This design comes from an exercise in tuning for small area on the open sky130 flow, not from production work. The RTL was checked by simulation tests, not by an equivalence proof against the original design. The clock port is modelled as an ideal driver, which makes a skipped or thinned clock tree look cheaper than it is; a real chip needs a root buffer or a tree.

== oak ==
Design fft_butterfly, start of the top module:
module fft_butterfly(
    output logic [7:0] result,
    input  logic       Clock,
    input  logic       nReset,
    input  logic       ReadyIn,
    input  logic [7:0] dataIn
);
export LEC_CHECK = 0
export CAP_MARGIN = 20
export CORE_MARGIN = 2
export CORE_UTILIZATION = 40
export SLEW_MARGIN = 20
create_clock -name core_clock -period 10.0 [get_ports {Clock}]
standard.sh (not shown) runs the stock make flow with config.mk's settings and CLKGATE_MAP_FILE= SYNTH_SCRIPT=/design/flow/synth_recipe.tcl, a recipe that flattens the netlist after the stock synthesis.
==> flow/flow/run.sh <==
#!/bin/bash
# Layout flow: the standard flow, with
#  - the smallest buffer on the ports;
#  - a one-level clock tree (flow/clock_tree.tcl) in place of ORFS's CTS,
#    with as few buffers as keep the estimated worst clock-pin slew under
#    flow/slew_target (ns).
# ORFS logs each step under orfs/logs; make's output goes to flow_*.log and
# the clock tree step's to clock_tree.log, here.
set -euo pipefail
W=$PWD
F=$W/flow
sed "s#^source \$::env(SCRIPTS_DIR)/synth_preamble.tcl\$#&\nlset abc_args 1 $F/abc_area.script#" \
    "$FLOW_HOME/scripts/synth.tcl" > synth_core.tcl
sed "s#^source \$::env(SCRIPTS_DIR)/synth.tcl\$#source $W/synth_core.tcl#" \
    synth_recipe.tcl > synth_area.tcl
grep -q "lset abc_args 1" synth_core.tcl
grep -q "synth_core.tcl" synth_area.tcl
VARS=("SYNTH_SCRIPT=$W/synth_area.tcl" "BUFFER_PORTS_ARGS=-buffer_cell sky130_fd_sc_hd__buf_1")
bash standard.sh "${VARS[@]}" place > flow_place.log 2>&1
export RESULTS=$W/orfs/results/sky130hd/fft_butterfly/base
export SLEW_TARGET=$(cat "$F/slew_target")
openroad -no_init -exit "$F/clock_tree.tcl" > clock_tree.log 2>&1
bash standard.sh "${VARS[@]}" finish > flow_finish.log 2>&1
==> flow/flow/slew_target <==
0.095
Other scripts of this flow, unchanged in this note and not shown: flow/flow/abc_area.script, flow/flow/clock_tree.tcl
The inputs of pine differ from those of oak as listed below.
==> flow/flow/slew_target <==
0.115
==> run notes <==
- Route | pine vs oak | wire shorter in pine
- Sequential fraction of total cell area: pine vs oak up 0.77 points
- Going from oak to pine, met3 routing resource usage after global routing went down 0.49 points; global-route usage level.
- Compared with oak, pine shows a higher final worst-path cycle share.
- Diff oak and pine: met3 wirelength from detailed routing lower in pine
- oak tops out at a higher clock frequency than pine.
In every run of this note, the design's own scripts or RTL, not TritonCTS, make the clock network.

== try-raven ==
Another version of the RTL of fft_butterfly (not shown whole).
For scale: roughly 140 cells after synthesis, roughly 31 flip-flops, ~1600 um^2 of cells after synthesis.
==> flow/config.mk <==
export PLATFORM = sky130hd
export DESIGN_NAME = fft_butterfly
export DESIGN_NICKNAME = fft_butterfly
export VERILOG_FILES = /design/flow/design.v
export SDC_FILE = /design/flow/constraint.sdc
export NUM_CORES = 4
export LEC_CHECK = 0
export CAP_MARGIN = 20
export CORE_MARGIN = 2
export CORE_UTILIZATION = 40
export SLEW_MARGIN = 20
==> flow/constraint.sdc <==
create_clock -name core_clock -period 10.0 [get_ports {Clock}]
set_input_delay 2.0000 -clock core_clock [delete_from_list [all_inputs] [get_ports {Clock}]]
set_output_delay 2.0000 -clock core_clock [all_outputs]
set_load 0.01 [all_outputs]
==> flow/flow/slew_target <==
0.120
Scripts as last shown in full above: flow/flow/run.sh
Other scripts of this flow, unchanged in this note and not shown: flow/flow/abc_area.script, flow/flow/clock_tree.tcl
try-raven went all the way through the flow, and no timing, DRC or antenna check failed.
diff inputs: try-raven => try-harbor
==> flow/flow/slew_target <==
0.115
Results
- Comparing post-route core utilization for try-raven and try-harbor, the smaller number came from try-raven.
- try-harbor vs. try-raven: first-pass GRT wire length increased by 0.84% relative to the old numbers, global router's overall resource usage held, via count increased by 0.98% relative to the old numbers.
- try-raven → try-harbor: peak clock frequency supported by timing climbed 0.37%; mean instance size in the synthesized netlist stayed essentially flat.
No run of this note takes its clock network from TritonCTS; it comes from the design's own scripts or RTL.

re-timing with driven ports:
The flow's constraints put no driver on any port. The routed layouts listed below were extracted and timed again, unchanged, in two steps. Step 1 (the two cells are an assumption about what drives the block):
set clk [get_ports {Clock}]
set_driving_cell -lib_cell sky130_fd_sc_hd__clkbuf_16 $clk
set_driving_cell -lib_cell sky130_fd_sc_hd__buf_2 [delete_from_list [all_inputs] $clk]
Step 2 moves the port delays by t, midway between the first and last clock arrival at a register: inputs arrive t later, outputs are due t later. That takes back most of the time a late clock gives input paths. Slacks: no drivers / after step 1 / after step 2; pairs: no drivers / after step 1.
run | t, ns | setup slack, ns | worst hold slack (ns) | worst setup path at the end
oak | 0.174 | 2.330 / 2.277 / 2.451 | 0.466 / 0.466 / 0.466 | register to output
pine | 0.201 | 2.264 / 2.228 / 2.429 | 0.474 / 0.474 / 0.474 | register to output
try-raven | 0.198 | 2.540 / 2.505 / 2.703 | 0.457 / 0.457 / 0.457 | register to output
try-harbor | 0.194 | 2.567 / 2.525 / 2.718 | 0.456 / 0.456 / 0.456 | register to output
After both steps setup and hold are still met in every run listed.
